From an optimization exercise on the open Yosys and OpenROAD flow, aimed at small area and a short achievable clock period; shortcuts taken in it are not production practice.
In this exercise RTL edits were held to simulation tests only and were not proved equivalent to the original.

==> run a <==
==> flow/design.v <==
module fetch(output [4:0]     rs,
             output [4:0]     rt,
             output [4:0]     rd,
             output reg [1:0] op,
             output           valid,
             input [31:0]     instr_in,
             input [1:0]      op_in,
             input            rst,
             input            clk);
   reg [31:0] instr;
   reg        live;
   always @(posedge clk) begin
      live  <= ~rst;
      instr <= instr_in;
      op    <= op_in;
   end
   assign valid = live & (instr != 32'd0);
   assign rs = instr[25:21];
   assign rt = instr[20:16];
   assign rd = instr[15:11];
endmodule  
module decode (output [31:0]  read_a,
               output [31:0]  read_b,
               input [4:0]    f_rs,
               input [4:0]    f_rt,
               input [1023:0] regfile);
   reg [31:0] a, b;
   integer    i;
   always @* begin
      a = 32'd0;
      b = 32'd0;
      for (i = 0; i < 32; i = i + 1) begin
         a = a | (regfile[i*32 +: 32] & {32{f_rs == i}});
         b = b | (regfile[i*32 +: 32] & {32{f_rt == i}});
      end
   end
   assign read_a = a;
   assign read_b = b;
endmodule  
module execute(output reg [4:0]  out_rd,
               output reg [31:0] out_data,
               output            wr_en,
               output [4:0]      wr_addr,
               output [31:0]     wr_data,
               input [31:0]      read_a,
               input [31:0]      read_b,
               input [4:0]       f_rd,
               input [1:0]       f_op,
               input             f_valid,
               input             rst,
               input             clk);
   localparam J0 = 25, J1 = 17, J2 = 11, J3 = 5;
   localparam WBK = 18;    
   function automatic [32:0] div_row;    
      input [31:0] rem;
      input [31:0] d;
      input integer j;
      input integer kind;
      reg [31:0] t, G, P, Gn, Pn;
      reg        dz, ge;
      integer    k, s, w, l;
      begin
         w = 32 - j;
         t = rem >> j;
         dz = 1'b1;
         for (k = 0; k < 32; k = k + 1)
           if (k >= w && d[k]) dz = 1'b0;
         for (k = 0; k < 32; k = k + 1) begin
            G[k] = ~t[k] & d[k];
            P[k] = ~t[k] | d[k];
         end
         if (kind == 0) begin
            for (s = 1; s < 32; s = s * 2) begin
               Gn = G; Pn = P;
               for (k = 0; k < 32; k = k + 1)
                 if (k >= s && k < w) begin
                    Gn[k] = G[k] | (P[k] & G[k-s]);
                    Pn[k] = P[k] & P[k-s];
                 end
               G = Gn; P = Pn;
            end
         end else if (kind == 1) begin
            for (s = 1; s < 32; s = s * 2)
              for (k = 2*s - 1; k < 32; k = k + 2*s)
                if (k < w) begin
                   G[k] = G[k] | (P[k] & G[k-s]);
                   P[k] = P[k] & P[k-s];
                end
            for (s = 8; s >= 1; s = s / 2)
              for (k = 3*s - 1; k < 32; k = k + 2*s)
                if (k < w) begin
                   G[k] = G[k] | (P[k] & G[k-s]);
                   P[k] = P[k] & P[k-s];
                end
         end else if (kind == 2) begin
            for (k = 1; k < 32; k = k + 1)
              if (k < w) begin
                 G[k] = G[k] | (P[k] & G[k-1]);
                 P[k] = P[k] & P[k-1];
              end
         end else begin
            for (s = 1; s < 32; s = s * 2)
              for (k = 0; k < 32; k = k + 1)
                if ((k & s) && k < w) begin
                   G[k] = G[k] | (P[k] & G[(k & ~(s-1)) - 1]);
                   P[k] = P[k] & P[(k & ~(s-1)) - 1];
                end
         end
         ge = dz & ~G[w-1];
         div_row[31:0] = rem;
         for (k = 0; k < 32; k = k + 1)
           if (k < w)
             div_row[j+k] = t[k] ^ (ge & (d[k] ^ (k == 0 ? 1'b0 : G[k-1])));
         div_row[32] = ge;
      end
   endfunction
   function automatic [31:0] booth_mul;
      input [31:0] a;
      input [31:0] b;
      reg [32:0] bx;
      reg [31:0] pp, sum;
      reg [2:0]  dig;
      reg        one, two, neg;
      integer    i, k;
      begin
         bx = {b, 1'b0};
         sum = 32'd0;
         for (i = 0; i < 16; i = i + 1) begin
            dig = bx[2*i +: 3];
            one = dig[0] ^ dig[1];
            two = (dig == 3'b011) | (dig == 3'b100);
            neg = dig[2] & ~(dig[1] & dig[0]);
            pp = 32'd0;
            for (k = 0; k < 32; k = k + 1)
              if (k >= 2*i)
                pp[k] = ((one & a[k-2*i]) | (two & (k > 2*i ? a[k-2*i-1] : 1'b0))) ^ neg;
            sum = sum + pp + ({31'd0, neg} << (2*i));
         end
         booth_mul = sum;
      end
   endfunction
   reg [31:0] r0, q0;
   always @* begin : c0
      reg [32:0] row;
      integer j;
      r0 = read_a;
      q0 = 32'd0;
      for (j = 31; j >= J0; j = j - 1) begin
         row = div_row(r0, read_b, j, 32 - j >= WBK ? 1 : 2);
         r0 = row[31:0];
         q0[j] = row[32];
      end
      if (f_op != 2'b11)
        r0 = read_a;
   end
   reg [31:0]  s1_rem, s1_b;
   reg [31:J0] s1_q;
   reg [1:0]   s1_op;
   reg [4:0]   s1_rd;
   reg         s1_v;
   always @(posedge clk) begin
      s1_v   <= f_valid & ~rst;
      s1_rem <= r0;
      s1_q   <= q0[31:J0];
      s1_b   <= read_b;
      s1_op  <= f_op;
      s1_rd  <= f_rd;
   end
   reg [31:0] r1, q1, res1;
   always @* begin : c1
      reg [32:0] row;
      integer j;
      r1 = s1_rem;
      q1 = 32'd0;
      q1[31:J0] = s1_q;
      for (j = J0 - 1; j >= J1; j = j - 1) begin
         row = div_row(r1, s1_b, j, 32 - j >= WBK ? 1 : 2);
         r1 = row[31:0];
         q1[j] = row[32];
      end
      case (s1_op)
        2'b00, 2'b01: res1 = s1_rem + (s1_b ^ {32{s1_op[0]}}) + s1_op[0];
        2'b10: res1 = booth_mul(s1_rem, s1_b);
        default: res1 = s1_b;
      endcase
   end
   reg [31:0]  s2_rem, s2_d;
   reg [31:J1] s2_q;
   reg         s2_div, s2_v;
   reg [4:0]   s2_rd;
   always @(posedge clk) begin
      s2_rem  <= r1;
      s2_q    <= q1[31:J1];
      s2_d    <= res1;
      s2_div  <= s1_op == 2'b11;
      s2_rd   <= s1_rd;
      s2_v    <= s1_v & ~rst;
   end
   reg [31:0] r2, q2;
   always @* begin : c2
      reg [32:0] row;
      integer j;
      r2 = s2_rem;
      q2 = 32'd0;
      q2[31:J1] = s2_q;
      for (j = J1 - 1; j >= J2; j = j - 1) begin
         row = div_row(r2, s2_d, j, 32 - j >= WBK ? 1 : 2);
         r2 = row[31:0];
         q2[j] = row[32];
      end
   end
   reg [31:0]  s3_rem, s3_d;
   reg [31:J2] s3_q;
   reg         s3_div, s3_v;
   reg [4:0]   s3_rd;
   always @(posedge clk) begin
      s3_rem  <= r2;
      s3_q    <= q2[31:J2];
      s3_d    <= s2_d;
      s3_div  <= s2_div;
      s3_rd   <= s2_rd;
      s3_v    <= s2_v & ~rst;
   end
   reg [31:0] r3, q3;
   always @* begin : c3
      reg [32:0] row;
      integer j;
      r3 = s3_rem;
      q3 = 32'd0;
      q3[31:J2] = s3_q;
      for (j = J2 - 1; j >= J3; j = j - 1) begin
         row = div_row(r3, s3_d, j, 32 - j >= WBK ? 1 : 2);
         r3 = row[31:0];
         q3[j] = row[32];
      end
   end
   reg [31:0]  s4_rem, s4_d;
   reg [31:J3] s4_q;
   reg         s4_div, s4_v;
   reg [4:0]   s4_rd;
   always @(posedge clk) begin
      s4_rem  <= r3;
      s4_q    <= q3[31:J3];
      s4_d    <= s3_d;
      s4_div  <= s3_div;
      s4_rd   <= s3_rd;
      s4_v    <= s3_v & ~rst;
   end
   reg [31:0] r4, q4;
   always @* begin : c4
      reg [32:0] row;
      integer j;
      r4 = s4_rem;
      q4 = 32'd0;
      q4[31:J3] = s4_q;
      for (j = J3 - 1; j >= 0; j = j - 1) begin
         row = div_row(r4, s4_d, j, 32 - j >= WBK ? 1 : 2);
         r4 = row[31:0];
         q4[j] = row[32];
      end
   end
   assign wr_en   = s4_v;
   assign wr_addr = s4_rd;
   assign wr_data = s4_div ? q4 : s4_d;
   always @(posedge clk) begin
      if (rst) begin
         out_rd   <= 5'd0;
         out_data <= 32'd0;
      end else if (s4_v) begin
         out_rd   <= wr_addr;
         out_data <= wr_data;
      end
   end
endmodule  
module writeback(output [1023:0] regfile,
                 input           write_en,
                 input [4:0]     write_addr,
                 input [31:0]    write_data,
                 input           rst,
                 input           clk);
   localparam [1023:0] INIT = {
      32'h45bafcea, 32'hee5789aa, 32'hea0c5a27, 32'h6f96f3f7,
      32'hf949358b, 32'h7542d788, 32'h0e2b660c, 32'hd2f99200,
      32'h9e5e40fb, 32'haf87bfe2, 32'h011635f4, 32'h786740fd,
      32'ha44e5587, 32'h87bbdd41, 32'hc75a7602, 32'hf3b1fbfa,
      32'h16de2d22, 32'h40b81c62, 32'he8064845, 32'h505200eb,
      32'h49afad3b, 32'hd369366a, 32'h5d7358e9, 32'h93d13470,
      32'h6604223b, 32'h187dfe03, 32'ha3c8a3e3, 32'haf33e6a0,
      32'h7b3cee55, 32'h2411d091, 32'h5db58acc, 32'h00000000};
   reg          rst_q;
   reg [1023:0] rf;
   assign regfile = rf;
   always @(posedge clk)
     rst_q <= rst;
   wire [31:0] data1 = write_data | {32{rst_q}};
   wire [31:0] data0 = write_data & ~{32{rst_q}};
   genvar i, b;
   generate
      for (i = 0; i < 32; i = i + 1) begin : g_reg
         wire en = rst_q | (write_en & (write_addr == i));
         for (b = 0; b < 32; b = b + 1) begin : g_bit
            always @(posedge clk)
              if (en)
                rf[i*32 + b] <= INIT[i*32 + b] ? data1[b] : data0[b];
         end
      end
   endgenerate
endmodule  
module pa_pipeline(input         clk,
                   input         rst,
                   input [31:0]  instr_in,
                   input [1:0]   op_in,
                   output [4:0]  wb_addr,
                   output [31:0] wb_data);
   wire [4:0]    f_rs, f_rt, f_rd;
   wire [1:0]    f_op;
   wire          f_valid;
   wire [31:0]   read_a, read_b;
   wire          wr_en;
   wire [4:0]    wr_addr;
   wire [31:0]   wr_data;
   wire [1023:0] regfile;
   fetch m0(f_rs, f_rt, f_rd, f_op, f_valid, instr_in, op_in, rst, clk);
   decode m1(read_a, read_b, f_rs, f_rt, regfile);
   execute m2(wb_addr, wb_data, wr_en, wr_addr, wr_data, read_a, read_b, f_rd,
              f_op, f_valid, rst, clk);
   writeback m3(regfile, wr_en, wr_addr, wr_data, rst, clk);
endmodule  
==> flow/flow/run.sh <==
#!/bin/bash
# Own flow: the standard layout (standard synthesis, same clock and
# constraints), with the timing repair steps asked to leave 62.5 ns of
# setup slack at the 80 ns clock, so that they size and buffer the logic
# instead of stopping as soon as the 80 ns clock is met, and with plain
# buffers (buf_4) as the port buffers.
export SETUP_SLACK_MARGIN=62.5
echo "export SETUP_SLACK_MARGIN = 62.5" >> config.mk
echo "export BUFFER_PORTS_ARGS = -buffer_cell sky130_fd_sc_hd__buf_4" >> config.mk
cp config.mk config_used.txt
bash standard.sh > standard.log 2>&1
==> flow/standard.sh <==
#!/bin/bash
# synth_recipe.tcl (not shown) runs the flow's synth.tcl, then flattens the netlist and writes it again
# the make line also repeats each setting of config.mk as NAME=value (left out here)
make -C /OpenROAD-flow-scripts/flow DESIGN_CONFIG=/design/flow/config.mk WORK_HOME=/design/flow/orfs CLKGATE_MAP_FILE= SYNTH_SCRIPT=/design/flow/synth_recipe.tcl "${@:-finish}"
==> flow/config.mk <==
export PLATFORM = sky130hd
export DESIGN_NAME = pa_pipeline
export DESIGN_NICKNAME = pa_pipeline
export VERILOG_FILES = /design/flow/design.v
export SDC_FILE = /design/flow/constraint.sdc
export NUM_CORES = 4
export LEC_CHECK = 0
export ABC_AREA = 1
export CAP_MARGIN = 40
export CORE_MARGIN = 2
export CORE_UTILIZATION = 50
export CTS_BUF_LIST = sky130_fd_sc_hd__clkbuf_8
export SLEW_MARGIN = 40
export SETUP_SLACK_MARGIN = 62.5
export BUFFER_PORTS_ARGS = -buffer_cell sky130_fd_sc_hd__buf_4
==> flow/constraint.sdc <==
create_clock -name core_clock -period 80.0 [get_ports {clk}]
set_input_delay 16.0000 -clock core_clock [delete_from_list [all_inputs] [get_ports {clk}]]
set_output_delay 16.0000 -clock core_clock [all_outputs]
set_load 0.01 [all_outputs]
==> run b (differences from run a) <==
CAP_MARGIN = 20   (was 40)
CTS_BUF_LIST = default   (was sky130_fd_sc_hd__clkbuf_8)
CTS_CLUSTER_DIAMETER = 60   (was default)
CTS_CLUSTER_SIZE = 24   (was default)
SLEW_MARGIN = 20   (was 40)
==> run c (differences from run a) <==
==> flow/flow/run.sh (replaced) <==
#!/bin/bash
# Own flow: the standard layout (standard synthesis, same clock and
# constraints), with the timing repair steps asked to leave 63 ns of
# setup slack at the 80 ns clock, so that they size and buffer the logic
# instead of stopping as soon as the 80 ns clock is met, and with plain
# buffers (buf_4) as the port buffers.
export SETUP_SLACK_MARGIN=63
echo "export SETUP_SLACK_MARGIN = 63" >> config.mk
echo "export BUFFER_PORTS_ARGS = -buffer_cell sky130_fd_sc_hd__buf_4" >> config.mk
cp config.mk config_used.txt
bash standard.sh > standard.log 2>&1
CAP_MARGIN = 20   (was 40)
CORE_UTILIZATION = 60   (was 50)
CTS_BUF_LIST = default   (was sky130_fd_sc_hd__clkbuf_8)
SETUP_SLACK_MARGIN = 63   (was 62.5)
SLEW_MARGIN = 20   (was 40)
==> flow_metrics.py <==
metrics = {
    "run_status": {
        "status": "timing/DRC/antenna clean",
    },
    "detailed_routing": {
        "wire_per_inst_um": 27.57,
    },
    "critical_path": {
        "rr_worst_depth": 110,
    },
    "timing": {
        "fin_crit_sh_pct": 21.86,
    },
    "clocking": {
        "clk_latency_ps": 1060,
    },
}
The numbers above come from run a.

==> flow_metrics.py <==
metrics = {
    "critical_path": {
        "rr_worst_depth": 84,
    },
    "layout": {
        "layout_common_cells": "nand2_1, inv_1, edfxtp_1, xor2_1, nand3_1",
        "seq_share_pct": 38.46,
    },
    "timing": {
        "fin_crit_sh_pct": 21.59,
    },
    "clocking": {
        "clk_latency_ps": 860,
    },
    "run_status": {
        "status": "timing/DRC/antenna clean",
    },
}
The numbers above come from run c.

==> flow_metrics.py <==
metrics = {
    "run_status": {
        "status": "timing/DRC/antenna clean",
    },
    "timing": {
        "fin_crit_sh_pct": 21.63,
    },
    "clocking": {
        "clk_latency_ps": 840,
    },
    "detailed_routing": {
        "wire_per_inst_um": 27.89,
    },
}
The numbers above come from run b.

## port drivers added, routing unchanged
Ports are ideal in the flow. The routed layouts listed here were re-timed in OpenROAD. Step 1 (the two cells are an assumption about what drives the block):
set clk [get_ports {clk}]
set_driving_cell -lib_cell sky130_fd_sc_hd__clkbuf_16 $clk
set_driving_cell -lib_cell sky130_fd_sc_hd__buf_2 [delete_from_list [all_inputs] $clk]
Step 2 also shifts input and output timing later by t, the mid clock arrival at the registers, as if the neighbouring blocks saw the same clock. a / b / c = ideal / step 1 / step 2; a / b = the first two.
run	t (ns)	setup WS [ns]	worst hold slack (ns)	worst register clock-pin slew, ns	pins driven straight from the clock port
run a	1.094	62.514 / 62.432 / 62.914	0.300 / 0.300 / 0.300	0.07 / 0.07	1
run b	0.879	62.693 / 62.603 / 62.961	0.310 / 0.310 / 0.310	0.10 / 0.10	1
run c	0.911	62.730 / 62.636 / 62.535	0.304 / 0.304 / 0.304	0.07 / 0.07	1
After both steps every run listed still meets setup and hold. For run c, which loses most, drivers alone change the setup slack by -0.094 ns; drivers and shift together by -0.195 ns.
